Context: an optimization exercise on an open-source flow, tuned for small area and a short achievable clock period. The choices shown serve that exercise and are no tape-out recipe.
The RTL was checked by simulation tests, not by an equivalence proof against the original design.

===== design/flow/constraint.sdc =====
create_clock -name core_clock -period 5.5 [get_ports {clk}]
set_input_delay 1.1000 -clock core_clock [delete_from_list [all_inputs] [get_ports {clk}]]
set_output_delay 1.1000 -clock core_clock [all_outputs]
set_load 0.01 [all_outputs]

===== design/flow/design.v =====
`timescale 1ns / 1ps
module Cordic_stage
#(parameter J=0, parameter [31:0] AC=32'd0, parameter [31:0] AH=32'd0,
  parameter CLRXY=0)    
(input clk,
 input rst,
 input [1:0] mode,
 input f_in,
 input [31:0] x_in,
 input [31:0] y_in,
 input [31:0] z_in,
 output reg f_out,
 output reg [31:0] x_out,
 output reg [31:0] y_out,
 output reg [31:0] z_out);
 wire zadd = mode[0] ? ~y_in[31] : z_in[31];
 wire [63:0] yx = {{32{y_in[31]}}, y_in};
 wire [63:0] xx = {{32{x_in[31]}}, x_in};
 wire [31:0] ysel = mode[1] ? ~yx[J+1 +: 32] : yx[J +: 32];
 wire [31:0] xs   = mode[1] ?  xx[J+1 +: 32] : xx[J +: 32];
 wire [31:0] a    = mode[1] ? AH : AC;
 wire [31:0] xn, yn, zn;
 addc32 ax (x_in, ysel ^ {32{~zadd}}, ~(zadd ^ mode[1]), xn);
 addc32 ay (y_in, xs   ^ {32{zadd}},  zadd,              yn);
 addc32 az (z_in, a    ^ {32{~zadd}}, ~zadd,             zn);
 wire kill = rst | f_in;
 always @(posedge clk) begin
   f_out <= kill;
   if (CLRXY) begin
     x_out <= kill ? 32'd0 : xn;
     y_out <= kill ? 32'd0 : yn;
   end else begin
     x_out <= xn;
     y_out <= {yn[31] & ~kill, yn[30:0]};
   end
   z_out <= rst ? 32'd0 : zn;
 end
endmodule
module addc32 (input [31:0] a, input [31:0] b, input sub, output [31:0] s);
 wire [31:0] bb = b;
 wire [31:0] p0 = a ^ bb;
 wire [31:0] g0 = a & bb;
 wire gc0 = g0[0] | (p0[0] & sub);
 wire g1_1 = g0[1] | (p0[1] & gc0);
 wire p1_1 = p0[1] & p0[0];
 wire g1_3 = g0[3] | (p0[3] & g0[2]);
 wire p1_3 = p0[3] & p0[2];
 wire g1_5 = g0[5] | (p0[5] & g0[4]);
 wire p1_5 = p0[5] & p0[4];
 wire g1_7 = g0[7] | (p0[7] & g0[6]);
 wire p1_7 = p0[7] & p0[6];
 wire g1_9 = g0[9] | (p0[9] & g0[8]);
 wire p1_9 = p0[9] & p0[8];
 wire g1_11 = g0[11] | (p0[11] & g0[10]);
 wire p1_11 = p0[11] & p0[10];
 wire g1_13 = g0[13] | (p0[13] & g0[12]);
 wire p1_13 = p0[13] & p0[12];
 wire g1_15 = g0[15] | (p0[15] & g0[14]);
 wire p1_15 = p0[15] & p0[14];
 wire g1_17 = g0[17] | (p0[17] & g0[16]);
 wire p1_17 = p0[17] & p0[16];
 wire g1_19 = g0[19] | (p0[19] & g0[18]);
 wire p1_19 = p0[19] & p0[18];
 wire g1_21 = g0[21] | (p0[21] & g0[20]);
 wire p1_21 = p0[21] & p0[20];
 wire g1_23 = g0[23] | (p0[23] & g0[22]);
 wire p1_23 = p0[23] & p0[22];
 wire g1_25 = g0[25] | (p0[25] & g0[24]);
 wire p1_25 = p0[25] & p0[24];
 wire g1_27 = g0[27] | (p0[27] & g0[26]);
 wire p1_27 = p0[27] & p0[26];
 wire g1_29 = g0[29] | (p0[29] & g0[28]);
 wire p1_29 = p0[29] & p0[28];
 wire g1_31 = g0[31] | (p0[31] & g0[30]);
 wire p1_31 = p0[31] & p0[30];
 wire g2_3 = g1_3 | (p1_3 & g1_1);
 wire p2_3 = p1_3 & p1_1;
 wire g2_7 = g1_7 | (p1_7 & g1_5);
 wire p2_7 = p1_7 & p1_5;
 wire g2_11 = g1_11 | (p1_11 & g1_9);
 wire p2_11 = p1_11 & p1_9;
 wire g2_15 = g1_15 | (p1_15 & g1_13);
 wire p2_15 = p1_15 & p1_13;
 wire g2_19 = g1_19 | (p1_19 & g1_17);
 wire p2_19 = p1_19 & p1_17;
 wire g2_23 = g1_23 | (p1_23 & g1_21);
 wire p2_23 = p1_23 & p1_21;
 wire g2_27 = g1_27 | (p1_27 & g1_25);
 wire p2_27 = p1_27 & p1_25;
 wire g2_31 = g1_31 | (p1_31 & g1_29);
 wire p2_31 = p1_31 & p1_29;
 wire g3_7 = g2_7 | (p2_7 & g2_3);
 wire p3_7 = p2_7 & p2_3;
 wire g3_15 = g2_15 | (p2_15 & g2_11);
 wire p3_15 = p2_15 & p2_11;
 wire g3_23 = g2_23 | (p2_23 & g2_19);
 wire p3_23 = p2_23 & p2_19;
 wire g3_31 = g2_31 | (p2_31 & g2_27);
 wire p3_31 = p2_31 & p2_27;
 wire g4_15 = g3_15 | (p3_15 & g3_7);
 wire p4_15 = p3_15 & p3_7;
 wire g4_31 = g3_31 | (p3_31 & g3_23);
 wire p4_31 = p3_31 & p3_23;
 wire g5_31 = g4_31 | (p4_31 & g4_15);
 wire p5_31 = p4_31 & p4_15;
 wire g6_23 = g3_23 | (p3_23 & g4_15);
 wire p6_23 = p3_23 & p4_15;
 wire g7_11 = g2_11 | (p2_11 & g3_7);
 wire p7_11 = p2_11 & p3_7;
 wire g7_19 = g2_19 | (p2_19 & g4_15);
 wire p7_19 = p2_19 & p4_15;
 wire g7_27 = g2_27 | (p2_27 & g6_23);
 wire p7_27 = p2_27 & p6_23;
 wire g8_5 = g1_5 | (p1_5 & g2_3);
 wire p8_5 = p1_5 & p2_3;
 wire g8_9 = g1_9 | (p1_9 & g3_7);
 wire p8_9 = p1_9 & p3_7;
 wire g8_13 = g1_13 | (p1_13 & g7_11);
 wire p8_13 = p1_13 & p7_11;
 wire g8_17 = g1_17 | (p1_17 & g4_15);
 wire p8_17 = p1_17 & p4_15;
 wire g8_21 = g1_21 | (p1_21 & g7_19);
 wire p8_21 = p1_21 & p7_19;
 wire g8_25 = g1_25 | (p1_25 & g6_23);
 wire p8_25 = p1_25 & p6_23;
 wire g8_29 = g1_29 | (p1_29 & g7_27);
 wire p8_29 = p1_29 & p7_27;
 wire g9_2 = g0[2] | (p0[2] & g1_1);
 wire p9_2 = p0[2] & p1_1;
 wire g9_4 = g0[4] | (p0[4] & g2_3);
 wire p9_4 = p0[4] & p2_3;
 wire g9_6 = g0[6] | (p0[6] & g8_5);
 wire p9_6 = p0[6] & p8_5;
 wire g9_8 = g0[8] | (p0[8] & g3_7);
 wire p9_8 = p0[8] & p3_7;
 wire g9_10 = g0[10] | (p0[10] & g8_9);
 wire p9_10 = p0[10] & p8_9;
 wire g9_12 = g0[12] | (p0[12] & g7_11);
 wire p9_12 = p0[12] & p7_11;
 wire g9_14 = g0[14] | (p0[14] & g8_13);
 wire p9_14 = p0[14] & p8_13;
 wire g9_16 = g0[16] | (p0[16] & g4_15);
 wire p9_16 = p0[16] & p4_15;
 wire g9_18 = g0[18] | (p0[18] & g8_17);
 wire p9_18 = p0[18] & p8_17;
 wire g9_20 = g0[20] | (p0[20] & g7_19);
 wire p9_20 = p0[20] & p7_19;
 wire g9_22 = g0[22] | (p0[22] & g8_21);
 wire p9_22 = p0[22] & p8_21;
 wire g9_24 = g0[24] | (p0[24] & g6_23);
 wire p9_24 = p0[24] & p6_23;
 wire g9_26 = g0[26] | (p0[26] & g8_25);
 wire p9_26 = p0[26] & p8_25;
 wire g9_28 = g0[28] | (p0[28] & g7_27);
 wire p9_28 = p0[28] & p7_27;
 wire g9_30 = g0[30] | (p0[30] & g8_29);
 wire p9_30 = p0[30] & p8_29;
 wire [31:0] c = {g9_30, g8_29, g9_28, g7_27, g9_26, g8_25, g9_24, g6_23, g9_22, g8_21, g9_20, g7_19, g9_18, g8_17, g9_16, g4_15, g9_14, g8_13, g9_12, g7_11, g9_10, g8_9, g9_8, g3_7, g9_6, g8_5, g9_4, g2_3, g9_2, g1_1, gc0, sub};
 assign s = p0 ^ c;
endmodule
`timescale 1ns / 1ps
module pre_stage
#(parameter M=32,N=5)
(input signed [M-1:0] x_in,
 input signed [M-1:0] y_in,
 input signed [M-1:0] z_in,
 input [1:0] mode,
 input clk,
 output reg signed [M-1:0] x_0,
 output reg signed [M-1:0] y_0,
 output reg signed [M-1:0] z_0);
 localparam [M-1:0] pi_2       = 32'b00110010010000111111011010101001;
 localparam [M-1:0] minus_pi_2 = 32'b11001101101111000000100101010111;
 localparam [M-1:0] pi         = 32'b01100100100001111110110101010001;
 wire gt = ~z_in[M-1] & (z_in[M-2:0] > pi_2[M-2:0]);
 wire lt =  z_in[M-1] & (z_in[M-2:0] < minus_pi_2[M-2:0]);
 wire m00 = (mode == 2'b00);
 wire m01 = (mode == 2'b01);
 wire up  = m00 & gt;           
 wire dn  = m00 & lt;           
 wire flp = m01 & x_in[M-1];    
 wire sw = up | dn;
 wire nx = up | flp;
 wire ny = dn | flp;
 wire [M-1:0] xs = sw ? y_in : x_in;
 wire [M-1:0] ys = sw ? x_in : y_in;
 wire [M-1:0] k = up  ? minus_pi_2 :
                  dn  ? pi_2 :
                  flp ? (y_in[M-1] ? -pi : pi) : {M{1'b0}};
 always @(posedge clk) begin
   x_0 <= (xs ^ {M{nx}}) + {{(M-1){1'b0}}, nx};
   y_0 <= (ys ^ {M{ny}}) + {{(M-1){1'b0}}, ny};
   z_0 <= z_in + k;
 end
endmodule
`timescale 1ns / 1ps
module ROT_Cordic
#(parameter M=32,N=5)
(input signed [M-1:0] x_in,
 input signed [M-1:0] y_in,
 input signed [M-1:0] z_in,
 input [1:0] mode,
 input clk,
 input rst,
 output signed [M-1:0] xf,
 output signed [M-1:0] yf,
 output signed [M-1:0] zf);
 localparam [32*32-1:0] ATC = {
  32'h00000000, 32'h00000000, 32'h00000000, 32'h00000001,
  32'h00000003, 32'h00000007, 32'h0000000F, 32'h0000001F,
  32'h0000003F, 32'h0000007F, 32'h000000FF, 32'h000001FF,
  32'h000003FF, 32'h000007FF, 32'h00000FFF, 32'h00001FFF,
  32'h00003FFF, 32'h00007FFF, 32'h0000FFFF, 32'h0001FFFF,
  32'h0003FFFF, 32'h0007FFFF, 32'h000FFFFD, 32'h001FFFEB,
  32'h003FFF57, 32'h007FFABB, 32'h00FFD5D8, 32'h01FEAE52,
  32'h03F5AF9C, 32'h07D6DBB3, 32'h0ED63979, 32'h191FB544};
 localparam [32*32-1:0] ATH = {
  32'h00000000, 32'h00000000, 32'h00000000, 32'h00000001,
  32'h00000002, 32'h00000004, 32'h00000008, 32'h00000010,
  32'h00000020, 32'h00000040, 32'h00000080, 32'h00000100,
  32'h00000200, 32'h00000400, 32'h00000800, 32'h00001000,
  32'h00002000, 32'h00004000, 32'h00008000, 32'h00010000,
  32'h00020000, 32'h00040000, 32'h00080000, 32'h00100001,
  32'h0020000B, 32'h00400055, 32'h008002AB, 32'h01001559,
  32'h0200AB11, 32'h04056247, 32'h082C577D, 32'h1193EA7B};
 wire [31:0] x [0:M];
 wire [31:0] y [0:M];
 wire [31:0] z [0:M];
 wire f [0:M];
 pre_stage m1(x_in,y_in,z_in,mode,clk,x[0],y[0],z[0]);
 assign f[0] = 1'b0;
 genvar j;
 generate
 for (j=0; j<M; j=j+1) begin : st
   Cordic_stage #(.J(j), .AC(ATC[32*j +: 32]), .AH(ATH[32*j +: 32]), .CLRXY(j == M-1)) c1
     (clk, rst, mode, f[j], x[j], y[j], z[j], f[j+1], x[j+1], y[j+1], z[j+1]);
 end
 endgenerate
 assign xf = x[M];
 assign yf = y[M];
 assign zf = z[M];
endmodule

===== design/flow/flow/abc_map.script =====
strash
dch -f
map -D 2000
topo
stime -c
buffer -c
upsize -c -D 2000
dnsize -c -D 2000

===== design/flow/flow/run.sh =====
#!/bin/bash
# Own layout flow: the standard ORFS flow (standard.sh) with two
# synthesis changes: no full/half-adder cell extraction (ADDER_MAP_FILE
# empty) and ABC run with a delay-driven mapping script (abc_map.script).
# Everything after synthesis is the standard flow.
set -euo pipefail
W=$PWD
export FLOW_WORK=$W
export FLOW_ABC_SCRIPT=$W/flow/abc_map.script
bash standard.sh SYNTH_SCRIPT=$W/flow/synth.tcl ADDER_MAP_FILE= finish > $W/flow_make.log 2>&1

===== design/flow/flow/synth.tcl =====
proc abc {args} {
  set i [lsearch -exact $args -script]
  if {$i >= 0} {
    lset args [expr {$i + 1}] $::env(FLOW_ABC_SCRIPT)
  }
  puts "flow abc: $args"
  yosys abc {*}$args
}
source $::env(FLOW_WORK)/synth_recipe.tcl

===== design/flow/standard.sh =====
#!/bin/bash
# synth_recipe.tcl (not shown) runs the flow's synth.tcl, then flattens the netlist and writes it again
# the make line also repeats each setting of config.mk as NAME=value (left out here)
make -C /OpenROAD-flow-scripts/flow DESIGN_CONFIG=/design/flow/config.mk WORK_HOME=/design/flow/orfs CLKGATE_MAP_FILE= SYNTH_SCRIPT=/design/flow/synth_recipe.tcl "${@:-finish}"

===== design/flow/config.mk =====
export PLATFORM = sky130hd
export DESIGN_NAME = ROT_Cordic
export DESIGN_NICKNAME = ROT_Cordic
export VERILOG_FILES = /design/flow/design.v
export SDC_FILE = /design/flow/constraint.sdc
export NUM_CORES = 8
export LEC_CHECK = 0
export CAP_MARGIN = 20
export CORE_MARGIN = 2
export CORE_UTILIZATION = 60
export SETUP_SLACK_MARGIN = 2.5
export SLEW_MARGIN = 20
export TNS_END_PERCENT = 0

==> results of run 1 <==
==> metrics by stage <==
stage	setup slack [ps]
2_1_floorplan	1531
3_3_place_gp	141.1
3_5_place_dp	81.29
4_1_cts	1963
5_1_grt	1709
6_report	1877
==> sequential cells by signal, summed over array words and instances (netlist names) <==
name / count
m1.x_0: 32
m1.y_0: 32
m1.z_0: 32
st.c1.f_out: 31
st.c1.x_out: 1024
st.c1.y_out: 1024
st.c1.z_out: 1024
==> cell type report <==
class | count | area (µm²) | area share
sequential | 3199 | 64110 | 0.2692
timing repair buffer | 1015 | 11230 | 0.04716
clock buffer | 471 | 10010 | 0.04205
inverter | 3933 | 14870 | 0.06242
antenna | 6 | 15.01 | 0.00006305
clock inverter | 174 | 2502 | 0.01051
tap | 4599 | 5754 | 0.02416
multi-input combinational | 23170 | 129600 | 0.5444
==> cells by family after synthesis <==
group,count (synthesis),synth area share
AND/OR/NAND/NOR,13340,0.2594
AO/OA/AOI/OAI,5665,0.1619
flip-flops,3199,0.3055
XOR/XNOR,4081,0.1715
buffers and inverters,4787,0.09744
adder cells (fa/ha/maj),83,0.004095
multiplexers,1,0.00004776
==> cells in the final DEF, fill, tap and decap left out, drive strengths merged, types with 99 or more instances in the layout <==
master / instances
o21bai: 198
nor4: 106
nor2: 6575
o211ai: 100
buf: 766
and2: 315
nand4: 194
clkdlybuf4s50: 163
nand3: 342
o21a: 126
xor2: 2785
a21boi: 180
nor3: 445
a21oi: 1561
or2: 424
xnor2: 1296
clkinv: 99
o21ai: 2671
dfxtp: 3199
o41ai: 205
a31oi: 158
clkbuf: 499
inv: 3926
a211oi: 103
nand2: 4841
==> tightest hold or removal path, delay by kind of cell (launching register included) <==
kind                   cells  cell delay [ps]
buffers and inverters      1               40
and+or+nand+nor            1               30
DFF                        1              290
==> how the worst max path moves through the flow <==
stage,start,cells past startpoint,end,slack [ps]
detailed placement,mode[0],21,st[13].c1.z_out[31],80
finish,mode[1],15,st[4].c1.y_out[27],1880
floorplan,mode[0],18,st[4].c1.y_out[27],1530
global route,mode[0],16,st[18].c1.x_out[27],1710
global placement,mode[0],21,st[13].c1.z_out[31],140
CTS,mode[0],20,st[24].c1.z_out[31],1960
==> what timing repair did <==
item	CTS	global route
endpoints found under the hold margin	0	0
pin swaps	100	174
setup buffers	166	148
endpoints found under the setup margin	2477	2308
cloned	35	27
resized for setup	541	668
==> layer usage <==
layer,GRT usage,routed length [µm]
met5,0,69
met4,0.1376,28210
met3,0.03059,26750
met2,0.5573,280100
met1,0.3781,248200
==> impl_metrics.yaml, run 1 <==
setup_path:
  reg2reg_from: "st[17].c1.y_out[31]"
  reg2reg_slack_ps: 1950
  crit_fanout: 9
  slowest_stage: "o21ai_0"
  crit_required_ps: 6320
  r2r-end: "st[18].c1.x_out[27]"
  end_kind: "flop"
  r2r_cells: 14
  critPathTopFamily: "compound AO/OA/AOI/OAI gates"
  crit_chain: "buf_16, buf_16, buf_4, o21ai_0, nand2_1, o21ai_1, maj3_1, o21ai_0, a21o_2, a211oi_4, o221ai_4, a21boi_4, o21ai_2, maj3_2, xor2_1"
  worstPathArrival_ps: 4440
  path_buf_inv: 3
  critPathMaxStageDelay_ps: 390
  path_class: "in -> reg"
  cp-start-kind: "primary input"
route:
  first_iter_violations: 12180
  dr_total_vias: 192400
  drt-pass1-iter-count: 6
  viasPerCell: 5.262
  antenna_left: 0
  drc: 0
  wire_per_inst_um: 15.95
  routed_wl_um: 583400
cts:
  numCtsBuffers: 353
  clock_path_buffers: 4
  cts_sinks: 3199
  cts_tree: "yes"
  path_clk_slew_ps: 60
  postCtsHoldBufs: 0
  cts_root_buf: "clkbuf_16"
  clk_latency_ps: 950
  cts_max_level: 5
min_path:
  hold_path.class: "reg -> reg"
  holdPathEnd: "st[30].c1.z_out[17]"
  min_from: "st[29].c1.z_out[17]"
  holdPathStages: 2
timing:
  setup_violations: 0
  relSlewSlack: 0.3449
  min_period_ps: 3623
  clock-skew-final_ps: 38.71
  worstMarginPinSlew_ps: 982.7
  slew_viol_final: 0
  timing.final.crit_share: 0.6588
  final-hold-violation-count: 0
  hold-worst-slack_ps: 398.5
  rsz0062_at_grt: "yes"
  max_freq_mhz: 276.0
  finalSetupTns_ps: 0
yosys:
  synth-edff-count: 0
  synth_flop_cell: "dfxtp_1"
  synth_seq_cells: 3199
  yosysSeqAreaShare: 0.3055
  synth_most_common_cell: "nor2_1"
  synth_cell_types: 108
  yosysTopAreaCellShare: 0.3055
  synthCells: 31150
  synthTopCellsByCount: "6549 x nor2_1, 4789 x nand2_1, 3873 x inv_1"
  synthTopCellsByArea: "dfxtp_1 31%, nor2_1 12%, xor2_1 12%"
  yosysTopAreaCell: "dfxtp_1"
  yosysWarnings: 34
  async_flop_share: 0
  synth_area_per_cell_um2: 6.728
  syn_nets: 31250
  netlist_area_um2: 209600
global_routing:
  antenna_found_initial: 17
  track_usage: 0.3118
  grt_overflow_total: 0
  grt_max_degree: 124
  grt_pass1_vias: 177800
  grt_pass1_wl_um: 908900
cells_and_area:
  syn_to_final_growth_pct: 13.62
  fill_cells: 30390
  layout-drive-gt1-share: 0.09484
  fin_util: 0.6831
  postLayoutCellArea_um2: 238100
  final_cells: 36570
  fin_nets: 31770
floorplan:
  core_um2: 348600
  pin_count: 196
  start_util: 0.6012
  die_area_um2: 354100
  dieWidth_um: 595.0
  die_h_um: 595.0
  rows: 217
outcome:
  outcome: "timing/DRC/antenna clean"
run:
  max_cap_violations: 0
placement:
  dp.cells: 35540
  dpl_cell_area_um2: 216000
  gp_congestion: 0.9321
  hpwl_um: 435900
  port_buffers: 195
==> inputs of run 2 (changes only) <==
--- a/design/flow/config.mk
+++ b/design/flow/config.mk
@@ -10,2 +10,5 @@
 export CORE_UTILIZATION = 60
+export CTS_CLUSTER_DIAMETER = 100
+export CTS_CLUSTER_SIZE = 30
+export PLACE_DENSITY = 0.8
 export SETUP_SLACK_MARGIN = 2.5
==> impl_metrics.yaml, run 2 <==
outcome:
  outcome: "timing/DRC/antenna clean"
timing:
  min_period_ps: 3552
  final-hold-violation-count: 0
  max_freq_mhz: 281.5
  timing.final.crit_share: 0.6458
  clock-skew-final_ps: 54.11
  worstMarginPinSlew_ps: 1009
  rsz0062_at_grt: "yes"
  finalWorstSetupSlack_ps: 1948
  slew_viol_final: 0
  relSlewSlack: 0.3274
  finalSetupTns_ps: 0
  setup_violations: 0
yosys:
  yosysTopAreaCellShare: 0.3055
  netlist_area_um2: 209600
  synth_flop_cell: "dfxtp_1"
  syn_nets: 31250
  synthTopCellsByArea: "dfxtp_1 31%, nor2_1 12%, xor2_1 12%"
  yosysTopAreaCell: "dfxtp_1"
  synthCells: 31150
  synth_seq_cells: 3199
  async_flop_share: 0
  synth_area_per_cell_um2: 6.728
  synthTopCellsByCount: "6549 x nor2_1, 4789 x nand2_1, 3873 x inv_1"
  yosysWarnings: 34
  synth-edff-count: 0
  yosysSeqAreaShare: 0.3055
  synth_most_common_cell: "nor2_1"
  synth_cell_types: 108
cells_and_area:
  layout_commonest_cell: "nor2_1"
  fin_nets: 31830
  fill_cells: 29630
  syn_to_final_growth_pct: 11.97
  layout_common_cells: "6408 x nor2_1, 4679 x nand2_1, 3847 x inv_1, 3173 x dfxtp_1, 2637 x xor2_1"
  final_cells: 36400
  largestRegisters: "st.c1.x_out: 1024 flops, st.c1.y_out: 1024 flops, st.c1.z_out: 1024 flops"
  fin_util: 0.6732
  layout-drive-gt1-share: 0.1020
route:
  antenna_left: 0
  first_iter_violations: 13410
  dr_total_vias: 194400
  drc: 0
  routed_wl_um: 571000
  wire_per_inst_um: 15.69
  drt-pass1-iter-count: 6
  viasPerCell: 5.342
cts:
  clock_path_buffers: 4
  path_clk_slew_ps: 110
  cts_max_level: 4
  clk_latency_ps: 940
  numCtsBuffers: 142
  postCtsHoldBufs: 0
  cts_tree: "yes"
  cts_root_buf: "clkbuf_16"
  cts_sinks: 3199
floorplan:
  dieWidth_um: 595.0
  die_area_um2: 354100
  rows: 217
  core_um2: 348600
  start_util: 0.6012
  die_h_um: 595.0
  pin_count: 196
global_routing:
  grt_max_degree: 178
  grt_pass1_vias: 179900
  grt_overflow_total: 0
  antenna_found_initial: 8
  track_usage: 0.3005
  grt_pass1_wl_um: 885100
setup_path:
  path_class: "in -> reg"
  end_kind: "flop"
  crit_required_ps: 6320
  cp-start-kind: "primary input"
  worstPathArrival_ps: 4380
  crit_fanout: 12
placement:
  dp.cells: 35550
  gp_congestion: 0.9541
  port_buffers: 195
  hpwl_um: 413000
  place_ws_ps: 201.4
run:
  max_cap_violations: 0
min_path:
  hold_path.class: "reg -> reg"
-- run 2: per-layer routing --
layer	vias up	global-route usage	part of all wire
met2	4915	0.5452	0.48
met3	1283	0.03285	0.053
met1	88800	0.3502	0.41
met4	2	0.1471	0.057
met5	-	0	0.000023
li1	99420	-	-
-- run 2: cells by family after synthesis --
group / share of synthesized area
DFF: 0.3055
AOI/OAI and AO/OA: 0.1619
and+or+nand+nor: 0.2594
buffers and inverters: 0.09744
adders and majority gates: 0.004095
xor gates and xnor gates: 0.1715
muxes: 0.00004776
-- run 2: final timing paths --
check                           start                  end  slack (ps)  depth (start not counted)
hold / removal    st[28].c1.z_out[29]  st[29].c1.z_out[29]         400                          2
setup reg to reg  st[13].c1.y_out[31]  st[14].c1.x_out[31]        2040                         20
setup / recovery              mode[0]   st[5].c1.y_out[31]        1950                         19
hold reg to reg   st[28].c1.z_out[29]  st[29].c1.z_out[29]         400                          2
-- run 2: metrics by stage --
step	hold WS [ps]	cell area, µm²
floorplan	388.3	209800
global placement	391.1	215900
detailed placement	392.2	215900
CTS	404.3	227100
global route	416.5	234700
finish	404.1	234700
-- run 2: final cells by class --
cell class	count	area (µm²)	area share
repair inverters	1	11.26	0.00004798
flip-flops and latches	3199	64110	0.2732
well taps	4599	5754	0.02452
clock buffers	159	3815	0.01626
diodes	5	12.51	0.00005332
multi-input cells	23180	131700	0.5611
inverters	3933	14860	0.06332
clock inverters	54	744.5	0.003172
repair buffers	1268	13680	0.05831
-- run 2: worst max-delay path: stages --
cell and delay, ps:
buf_16 160, buf_16 180, buf_12 150, o21ai_4 140
buf_12 150, buf_16 160, buf_16 170, xor2_4 160
and2_1 190, nor2_1 100, a21oi_2 190, o221ai_2 140
a2111oi_1 460, a21boi_4 330, o21ai_4 100, nand2_2 100
a21boi_2 70, o21a_1 190, nor3_1 110
-- run 2: timing repair --
action                                  4_1_cts  5_1_grt
resized for setup                           751     1069
pin swaps                                   166      387
endpoints found under the setup margin     2528     2196
hold endpoints to repair                      0        0
gates cloned                                 49       35
buffers inserted                            257      285
==> inputs of run 3 (changes only) <==
--- a/design/flow/config.mk
+++ b/design/flow/config.mk
@@ -10,4 +10,4 @@
 export CORE_UTILIZATION = 60
-export CTS_CLUSTER_DIAMETER = 100
-export CTS_CLUSTER_SIZE = 30
+export CTS_CLUSTER_DIAMETER = 90
+export CTS_CLUSTER_SIZE = 24
 export PLACE_DENSITY = 0.8
==> impl_metrics.yaml, run 3 <==
yosys:
  synth_area_per_cell_um2: 6.728
  synth_most_common_cell: "nor2_1"
  synth_cell_types: 108
  syn_nets: 31250
  synthCells: 31150
  netlist_area_um2: 209600
  synthTopCellsByArea: "dfxtp_1 31%, nor2_1 12%, xor2_1 12%"
  yosysWarnings: 34
  yosysTopAreaCellShare: 0.3055
  synth-xor-area-share: 0.1715
  synth_top_family_by_area: "simple AND/OR/NAND/NOR gates"
  synthSimpleGateAreaFrac: 0.2594
  async_flop_share: 0
  yosysTopAreaCell: "dfxtp_1"
  synth-edff-count: 0
  synthAdderAreaFrac: 0.004095
  yosysSeqAreaShare: 0.3055
  synth_flop_cell: "dfxtp_1"
  synth_compound_area_frac: 0.1619
  synth_seq_cells: 3199
  synth_mux_area_frac: 0.00004776
  synthTopCellsByCount: "6549 x nor2_1, 4789 x nand2_1, 3873 x inv_1"
cells_and_area:
  final_cells: 36460
  register_area_um2: 64110
  layout_commonest_cell: "nor2_1"
  layout_common_cells: "6418 x nor2_1, 4698 x nand2_1, 3841 x inv_1, 3171 x dfxtp_1, 2638 x xor2_1"
  largestRegisters: "st.c1.x_out: 1024 flops, st.c1.y_out: 1024 flops, st.c1.z_out: 1024 flops"
  layout-drive-gt1-share: 0.1023
  syn_to_final_growth_pct: 12.44
  fin_nets: 31880
  multiInputGateArea_um2: 131600
  fill_cells: 29460
floorplan:
  die_area_um2: 354100
  die_h_um: 595.0
  start_util: 0.6012
  core_um2: 348600
  rows: 217
  dieWidth_um: 595.0
  pin_count: 196
route:
  routed_wl_um: 572100
  viasPerCell: 5.344
  antenna_left: 0
  drc: 0
  first_iter_violations: 13520
  drt-pass1-iter-count: 7
  dr_total_vias: 194800
  wire_per_inst_um: 15.69
setup_path:
  crit_top_cell: "nand2_1"
  critPathMaxStageDelay_ps: 270
  r2r_cells: 18
  cp-start-kind: "primary input"
  crit_fanout: 6
  crit_required_ps: 6380
  path_depth: 19
  crit_chain: "clkbuf_16, buf_6, o21ai_4, buf_12, xor2_2, xor2_1, nand2_1, o21ai_0, nand2_1, o21ai_2, a31oi_4, o21ai_4, a31o_4, nand2_1, a21oi_1, o21bai_1, a21boi_1, o22ai_1, nand2_1"
  end_kind: "flop"
  worstPathArrival_ps: 4430
  critPathTopFamily: "compound AO/OA/AOI/OAI gates"
  path_buf_inv: 3
  path_class: "in -> reg"
  slowest_stage: "a21boi_1"
cts:
  cts_root_buf: "clkbuf_16"
  clk_latency_ps: 960
  path_clk_slew_ps: 90
  postCtsHoldBufs: 0
  clock_path_buffers: 4
  numCtsBuffers: 174
  cts_max_level: 4
  cts_tree: "yes"
  cts_sinks: 3199
timing:
  min_period_ps: 3549
  relSlewSlack: 0.3141
  final-hold-violation-count: 0
  worstMarginPinSlew_ps: 1029
  finalSetupTns_ps: 0
  timing.final.crit_share: 0.6452
  clock-skew-final_ps: 69.35
  setup_violations: 0
  max_freq_mhz: 281.8
  finalWorstSetupSlack_ps: 1951
  slew_viol_final: 0
  rsz0062_at_grt: "yes"
min_path:
  holdPathStages: 2
  hold_path.class: "reg -> reg"
global_routing:
  antenna_found_initial: 13
  grt_pass1_vias: 181400
  grt_util_met2: 0.5464
  grt_pass1_wl_um: 895300
  grt_max_degree: 178
  use_met1: 0.3540
  grt.busiest_layer: "met2"
  track_usage: 0.3043
  use_met3: 0.03588
  grt_overflow_total: 0
placement:
  port_buffers: 195
  place_ws_ps: 201.4
  gp_congestion: 0.9541
  dp.cells: 35550
  hpwl_um: 413000
run:
  max_cap_violations: 0
outcome:
  outcome: "timing/DRC/antenna clean"
## run 3: cell counts after synthesis
No cell type changed its count.
## run 3: through the flow
| stage | hold WS, ps | cell area, µm² | util |
|---|---|---|---|
| after floorplan | 388.3 | 209800 | - |
| after global placement | 391.1 | 215900 | 0.6194 |
| after detailed placement | 392.2 | 215900 | 0.6194 |
| after CTS | 404.8 | 229500 | 0.6584 |
| after global routing | 415.0 | 235700 | 0.6760 |
| final | 404.5 | 235700 | 0.6760 |
## run 3: final cells by class
| class | instances | share of cell area |
|---|---|---|
| multi-input cells | 23180 | 0.5584 |
| repair buffers | 1294 | 0.05919 |
| inverters | 3933 | 0.06303 |
| clock inverters | 59 | 0.003265 |
| flip-flops and latches | 3199 | 0.2721 |
| well taps | 4599 | 0.02442 |
| diodes | 4 | 0.00004247 |
| clock buffers | 191 | 0.01959 |
## run 3: worst reg2reg max path, delay by kind of cell (launching register included)
family                 cells  cell delay (ps)
AO/OA/AOI/OAI             10             1790
XOR/XNOR                   2              460
buffers and inverters      1              220
flip-flops                 1              490
AND/OR/NAND/NOR            5              490
## run 3: cells by family after synthesis
kind of cell	count (synthesis)
AO/OA/AOI/OAI	5665
XOR/XNOR	4081
adder cells (fa/ha/maj)	83
buffers and inverters	4787
flip-flops	3199
multiplexers	1
AND/OR/NAND/NOR	13340
## run 3: path summary, 6_finish.rpt
path	from	to	slack, ps
max	mode[0]	st[17].c1.x_out[31]	1950
min	st[28].c1.z_out[20]	st[29].c1.z_out[20]	400
max reg2reg	st[16].c1.y_out[31]	st[17].c1.x_out[31]	2010
min reg2reg	st[28].c1.z_out[20]	st[29].c1.z_out[20]	400
## run 3: timing repair
item	4_1_cts	5_1_grt
resized for setup	948	844
pin swaps	224	331
endpoints found under the hold margin	0	0
cloned	58	20
buffers inserted	313	259
endpoints found under the setup margin	2544	2162
## run 3: metal layers
metal | routed length [µm] | up-vias | share of wire
met2 | 274700 | 5133 | 0.48
li1 | - | 99590 | -
met3 | 32330 | 1443 | 0.057
met4 | 33850 | 6 | 0.059
met1 | 231200 | 88660 | 0.40
met5 | 37 | - | 0.000065
==> inputs of run 4 (changes only) <==
--- a/design/flow/config.mk
+++ b/design/flow/config.mk
@@ -9,5 +9,5 @@
 export CORE_MARGIN = 2
-export CORE_UTILIZATION = 60
-export CTS_CLUSTER_DIAMETER = 90
-export CTS_CLUSTER_SIZE = 24
+export CORE_UTILIZATION = 55
+export CTS_CLUSTER_DIAMETER = 100
+export CTS_CLUSTER_SIZE = 30
 export PLACE_DENSITY = 0.8
==> impl_metrics.yaml, run 4 <==
yosys:
  synthAdderAreaFrac: 0.004095
  synth-xor-area-share: 0.1715
  synthCells: 31150
  synth_cell_types: 108
  async_flop_share: 0
  synth_flop_cell: "dfxtp_1"
  synth_seq_cells: 3199
  yosysWarnings: 34
  yosysTopAreaCell: "dfxtp_1"
  synth_mux_area_frac: 0.00004776
  synthTopCellsByCount: "6549 x nor2_1, 4789 x nand2_1, 3873 x inv_1"
  synth-edff-count: 0
  synth_compound_area_frac: 0.1619
  synthSimpleGateAreaFrac: 0.2594
  yosysTopAreaCellShare: 0.3055
  synth_top_family_by_area: "simple AND/OR/NAND/NOR gates"
  syn_nets: 31250
  yosysSeqAreaShare: 0.3055
  synth_most_common_cell: "nor2_1"
  netlist_area_um2: 209600
  synthTopCellsByArea: "dfxtp_1 31%, nor2_1 12%, xor2_1 12%"
  synth_area_per_cell_um2: 6.728
floorplan:
  pin_count: 196
  start_util: 0.5527
  rows: 226
  dieWidth_um: 621.3
  core_um2: 379200
  die_area_um2: 386000
  die_h_um: 621.3
cts:
  cts_max_level: 4
  numCtsBuffers: 143
  cts_sinks: 3199
  path_clk_slew_ps: 100
  cts_tree: "yes"
  clk_latency_ps: 930
  postCtsHoldBufs: 0
  cts_root_buf: "clkbuf_16"
  clock_path_buffers: 4
timing:
  timing.final.crit_share: 0.6390
  worstMarginPinSlew_ps: 908.2
  relSlewSlack: 0.3902
  clock-skew-final_ps: 49.94
  setup_violations: 0
  max_freq_mhz: 284.5
  finalWorstSetupSlack_ps: 1986
  rsz0062_at_grt: "yes"
  final-hold-violation-count: 0
  min_period_ps: 3514
  slew_viol_final: 0
  finalSetupTns_ps: 0
cells_and_area:
  multiInputGateArea_um2: 131100
  largestRegisters: "st.c1.x_out: 1024 flops, st.c1.y_out: 1024 flops, st.c1.z_out: 1024 flops"
  layout-drive-gt1-share: 0.09531
  syn_to_final_growth_pct: 11.34
  fin_nets: 31720
  layout_commonest_cell: "nor2_1"
  fill_cells: 33360
  register_area_um2: 64100
  layout_common_cells: "6418 x nor2_1, 4712 x nand2_1, 3855 x inv_1, 3172 x dfxtp_1, 2653 x xor2_1"
setup_path:
  crit_chain: "buf_16, bufbuf_16, o21ai_4, buf_12, buf_8, xor2_1, and2_1, nor2_2, nand2_1, nor2_2, a221oi_2, o21ai_2, a31oi_4, o21bai_4, nand3_1, and2_1, xor2_1"
  slowest_stage: "a221oi_2"
  end_kind: "flop"
  worstPathArrival_ps: 4300
  path_class: "in -> reg"
  crit_required_ps: 6280
  critPathMaxStageDelay_ps: 310
  cp-start-kind: "primary input"
  crit_fanout: 12
route:
  dr_total_vias: 193700
  routed_wl_um: 561900
  viasPerCell: 5.276
  first_iter_violations: 13160
  drt-pass1-iter-count: 6
  drc: 0
  antenna_left: 0
  wire_per_inst_um: 15.30
global_routing:
  track_usage: 0.2723
  grt_pass1_vias: 180600
  grt_max_degree: 153
  grt_overflow_total: 0
  grt_pass1_wl_um: 879500
  antenna_found_initial: 8
placement:
  gp_congestion: 0.9459
  place_ws_ps: 28.36
  hpwl_um: 416100
  port_buffers: 195
run:
  max_cap_violations: 0
outcome:
  outcome: "timing/DRC/antenna clean"
min_path:
  hold_path.class: "reg -> reg"
[run 4: cell families after synthesis]
kind of cell,count (synthesis)
multiplexers,1
flip-flops,3199
AO/OA/AOI/OAI,5665
XOR/XNOR,4081
adder cells (fa/ha/maj),83
buffers and inverters,4787
AND/OR/NAND/NOR,13340
[run 4: final timing paths]
check                      from                 end  slack [ps]  depth (start not counted)
min          st[29].c1.z_out[9]  st[30].c1.z_out[9]         410                          2
max reg2reg          m1.y_0[31]  st[0].c1.y_out[31]        2070                         15
min reg2reg  st[29].c1.z_out[9]  st[30].c1.z_out[9]         410                          2
max                     mode[0]  st[6].c1.x_out[22]        1990                         17
[run 4: cell type report]
class                      instances  share of cell area
tap                             5016             0.02689
inverter                        3933             0.06370
multi-input combinational      23170              0.5617
timing repair buffer            1172             0.05318
antenna                            1          0.00001072
clock inverter                    53            0.003238
sequential                      3199              0.2747
clock buffer                     166             0.01664
[run 4: worst max-delay path: cells and delay by family]
family	cells	cell delay, ps
AO/OA/AOI/OAI	5	1120
XOR/XNOR	2	450
buffers and inverters	4	800
AND/OR/NAND/NOR	6	770
[run 4: what timing repair did]
item / in CTS / in global routing
setup buffers: 232 / 220
cloned: 43 / 22
hold endpoints to repair: 0 / 0
pin swaps: 154 / 289
endpoints found under the setup margin: 2527 / 2217
resized for setup: 726 / 894
[run 4: per-stage QoR]
stage	area (µm²)	cells	utilization	hold slack [ps]
finish	233400	36710	0.6154	405.6
global route	233400	36710	0.6154	424.6
CTS	227400	36470	0.5998	408.3
detailed placement	216500	35980	0.5710	392.1
global placement	216500	35980	0.5710	389.2
floorplan	209800	31150	-	388.3
[run 4: per-layer routing]
layer  track usage  wire (µm)
met5             0         46
met1        0.3065     224700
met3       0.02445      24190
met4        0.1550      36740
met2        0.5010     276200
==> inputs of run 5 (changes only) <==
--- a/design/flow/design.v
+++ b/design/flow/design.v
@@ -22,5 +22,5 @@
  wire [31:0] xn, yn, zn;
- addc32 ax (x_in, ysel ^ {32{~zadd}}, ~(zadd ^ mode[1]), xn);
- addc32 ay (y_in, xs   ^ {32{zadd}},  zadd,              yn);
- addc32 az (z_in, a    ^ {32{~zadd}}, ~zadd,             zn);
+ addw32 ax (x_in, ysel, ~zadd, ~(zadd ^ mode[1]), xn);
+ addw32 ay (y_in, xs,    zadd,  zadd,              yn);
+ addw32 az (z_in, a,    ~zadd, ~zadd,              zn);
  wire kill = rst | f_in;
@@ -38,5 +38,6 @@
 endmodule
-module addc32 (input [31:0] a, input [31:0] b, input sub, output [31:0] s);
- wire [31:0] bb = b;
- wire [31:0] p0 = a ^ bb;
+module addw32 (input [31:0] a, input [31:0] b, input w, input sub, output [31:0] s);
+ wire [31:0] bb = b ^ {32{w}};
+ wire [31:0] t0 = a ^ b;
+ wire [31:0] p0 = t0 ^ {32{w}};
  wire [31:0] g0 = a & bb;
--- a/design/flow/config.mk
+++ b/design/flow/config.mk
@@ -9,3 +9,3 @@
 export CORE_MARGIN = 2
-export CORE_UTILIZATION = 55
+export CORE_UTILIZATION = 60
 export CTS_CLUSTER_DIAMETER = 100
==> impl_metrics.yaml, run 5 <==
cells_and_area:
  fin_nets: 31890
  largestRegisters: "st.c1.x_out: 1024 flops, st.c1.y_out: 1024 flops, st.c1.z_out: 1024 flops"
  layout_common_cells: "6905 x nor2_1, 4475 x nand2_1, 4025 x inv_1, 3187 x dfxtp_1, 2726 x xor2_1"
  syn_to_final_growth_pct: 9.572
  layout-drive-gt1-share: 0.07231
  fill_cells: 30580
  final_cells: 36440
  layout_commonest_cell: "nor2_1"
setup_path:
  reg2reg_slack_ps: 1800
  path_class: "in -> reg"
  crit_end: "st[28].c1.x_out[23]"
  critPathMaxStageDelay_ps: 320
  worstPathArrival_ps: 4570
  r2r_cells: 19
  path_buf_inv: 5
  crit_required_ps: 6320
  end_kind: "flop"
  crit_top_cell: "nand2_1"
  slowest_stage: "a211oi_2"
  reg2reg_from: "st[27].c1.y_out[31]"
  cp-start-kind: "primary input"
  worstSetupStartpoint: "mode[0]"
  r2r-end: "st[28].c1.x_out[23]"
  crit_fanout: 8
  path_depth: 21
  critPathTopFamily: "compound AO/OA/AOI/OAI gates"
  crit_chain: "buf_16, buf_16, nand2_1, o21ai_4, buf_12, buf_4, xor2_1, xor2_1, nand2_1, o21ai_0, nand2_1, a21oi_4, o21bai_1, a211oi_2, buf_4, o21ai_0, nand2_1, nand2_1, a21boi_1, nor2_1, xnor2_1"
yosys:
  synth_most_common_cell: "nor2_1"
  synth_cell_types: 105
  yosysTopAreaCell: "dfxtp_1"
  yosysSeqAreaShare: 0.3062
  synth_area_per_cell_um2: 6.639
  synthTopCellsByCount: "6995 x nor2_1, 4522 x nand2_1, 4050 x inv_1"
  yosysTopAreaCellShare: 0.3062
  synthTopCellsByArea: "dfxtp_1 31%, nor2_1 13%, xor2_1 12%"
  synth_flop_cell: "dfxtp_1"
  async_flop_share: 0
  synth-edff-count: 0
  syn_nets: 31610
  synth_seq_cells: 3199
  netlist_area_um2: 209200
  synthCells: 31510
  yosysWarnings: 34
timing:
  clock-skew-final_ps: 57.26
  rsz0062_at_grt: "yes"
  hold-worst-slack_ps: 403.4
  finalSetupTns_ps: 0
  max_freq_mhz: 267.3
  relSlewSlack: 0.2776
  timing.final.crit_share: 0.6801
  worstMarginPinSlew_ps: 1084
  setup_violations: 0
  min_period_ps: 3741
  finalWorstSetupSlack_ps: 1759
  slew_viol_final: 0
  final-hold-violation-count: 0
outcome:
  outcome: "timing/DRC/antenna clean"
placement:
  gp_congestion: 0.9409
  port_buffers: 195
  place_ws_ps: 152.1
  dp.cells: 35840
  hpwl_um: 425400
route:
  viasPerCell: 5.341
  drc: 0
  drt-pass1-iter-count: 9
  wire_per_inst_um: 15.65
  antenna_left: 0
  first_iter_violations: 14510
  routed_wl_um: 570200
  dr_total_vias: 194700
floorplan:
  start_util: 0.6038
  rows: 216
  die_area_um2: 353400
  pin_count: 196
  dieWidth_um: 594.5
  core_um2: 346500
  die_h_um: 594.5
global_routing:
  grt_pass1_vias: 177600
  antenna_found_initial: 11
  track_usage: 0.3047
  grt_pass1_wl_um: 891200
  grt_max_degree: 180
  grt_overflow_total: 0
run:
  max_cap_violations: 0
cts:
  cts_tree: "yes"
  postCtsHoldBufs: 0
  clock_path_buffers: 4
  cts_max_level: 4
  path_clk_slew_ps: 120
  clk_latency_ps: 900
  numCtsBuffers: 145
  cts_sinks: 3199
  cts_root_buf: "clkbuf_16"
min_path:
  hold_path.class: "reg -> reg"
## run 5: cell types whose count changed after synthesis, sizes merged, moves of 32 or more
cell,delta
nor2,+426
nand2,-289
nor3,+154
inv,+146
a21oi,-122
o21a,+73
o21ai,+65
and2,-59
maj3,-49
o41ai,-42
a21o,+36
xnor2,-33
mux2i,+32
## run 5: through the flow
stage	instance area [µm²]	utilization
finish	229200	0.6615
global route	229200	0.6615
CTS	226400	0.6534
detailed placement	215900	0.6231
global placement	215900	0.6231
floorplan	209200	-
## run 5: worst min path at each step
stage,startpoint,to,depth (start not counted)
floorplan,st[28].c1.z_out[0],st[29].c1.z_out[0],2
global placement,st[29].c1.z_out[1],st[30].c1.z_out[1],2
detailed placement,st[29].c1.z_out[15],st[30].c1.z_out[15],2
CTS,st[30].c1.z_out[20],st[31].c1.z_out[20],2
global route,st[29].c1.z_out[11],st[30].c1.z_out[11],2
finish,st[30].c1.z_out[20],st[31].c1.z_out[20],2
## run 5: what timing repair did
item,in CTS,in global routing
gates resized for setup,625,433
pin swaps,148,116
setup endpoints to repair,2504,2304
setup buffers,213,105
cloned,49,11
## run 5: layout make-up
class,instances,area [µm²],area share
well taps,4578,5728,0.02499
repair inverters,3,18.77,0.00008188
diodes,5,12.51,0.00005459
flip-flops and latches,3199,64060,0.2795
repair buffers,983,10650,0.04644
clock inverters,62,897.1,0.003914
multi-input cells,23380,128600,0.5610
clock buffers,159,3837,0.01674
inverters,4076,15420,0.06728
## run 5: worst reg2reg max path: stages (launching register included)
cell	delay [ps]
dfxtp_2	510
nand2_1	140
o21ai_4	110
buf_12	190
buf_4	140
xor2_1	270
xor2_1	240
nand2_1	70
o21ai_0	140
nand2_1	170
a21oi_4	210
o21bai_1	150
a211oi_2	320
buf_4	160
o21ai_0	60
nand2_1	140
nand2_1	90
a21boi_1	170
nor2_1	70
xnor2_1	250
## run 5: kinds of logic (layout without fill, tap and decap cells)
family / count (synthesis) / after routing / share of synthesized area
DFF: 3199 / 3199 / 0.3062
adders and majority gates: 34 / 34 / 0.001627
other: 0 / 5 / 0
xor gates and xnor gates: 4034 / 4034 / 0.1691
AOI/OAI and AO/OA: 5682 / 5686 / 0.1606
buffers and inverters: 4932 / 5283 / 0.09690
muxes: 33 / 33 / 0.001579
and+or+nand+nor: 13590 / 13590 / 0.2640
## run 5: layer usage
layer / GRT usage / up-vias / share of wire
met2: 0.5302 / 4932 / 0.47
met1: 0.3840 / 88720 / 0.43
li1: - / 99820 / -
met4: 0.1282 / 6 / 0.046
met5: 0 / - / 0.000079
met3: 0.02909 / 1189 / 0.052

port drivers added, routing unchanged:
The results above use ideal ports. As a check the final layouts listed here were re-extracted and re-timed, cells and wires unchanged. Step 1: set_driving_cell puts a clkbuf_16 on clk and a buf_2 on each other input, an assumption about the parent block. Step 2, shift: input delay + t, output delay - t, t = (earliest + latest rising clock arrival at the registers) / 2. This alone moves slack from input paths to output paths. a / b / c = no drivers / after step 1 / after step 2; a / b = the first two.
run | shift t [ns] | setup WS [ns] | worst register clock-pin slew, ns
run 1 | 1.052 | 1.877 / 1.601 / 0.549 | 0.07 / 0.07
run 2 | 1.018 | 1.948 / 1.521 / 0.503 | 0.12 / 0.12
run 3 | 1.030 | 1.951 / 1.607 / 0.577 | 0.11 / 0.11
run 4 | 1.006 | 1.986 / 1.578 / 0.572 | 0.12 / 0.12
run 5 | 1.000 | 1.759 / 1.455 / 0.455 | 0.12 / 0.12
After both steps every run listed still meets setup and hold. For run 2, which loses most, drivers alone change the setup slack by -0.427 ns; drivers and shift together by -1.445 ns.
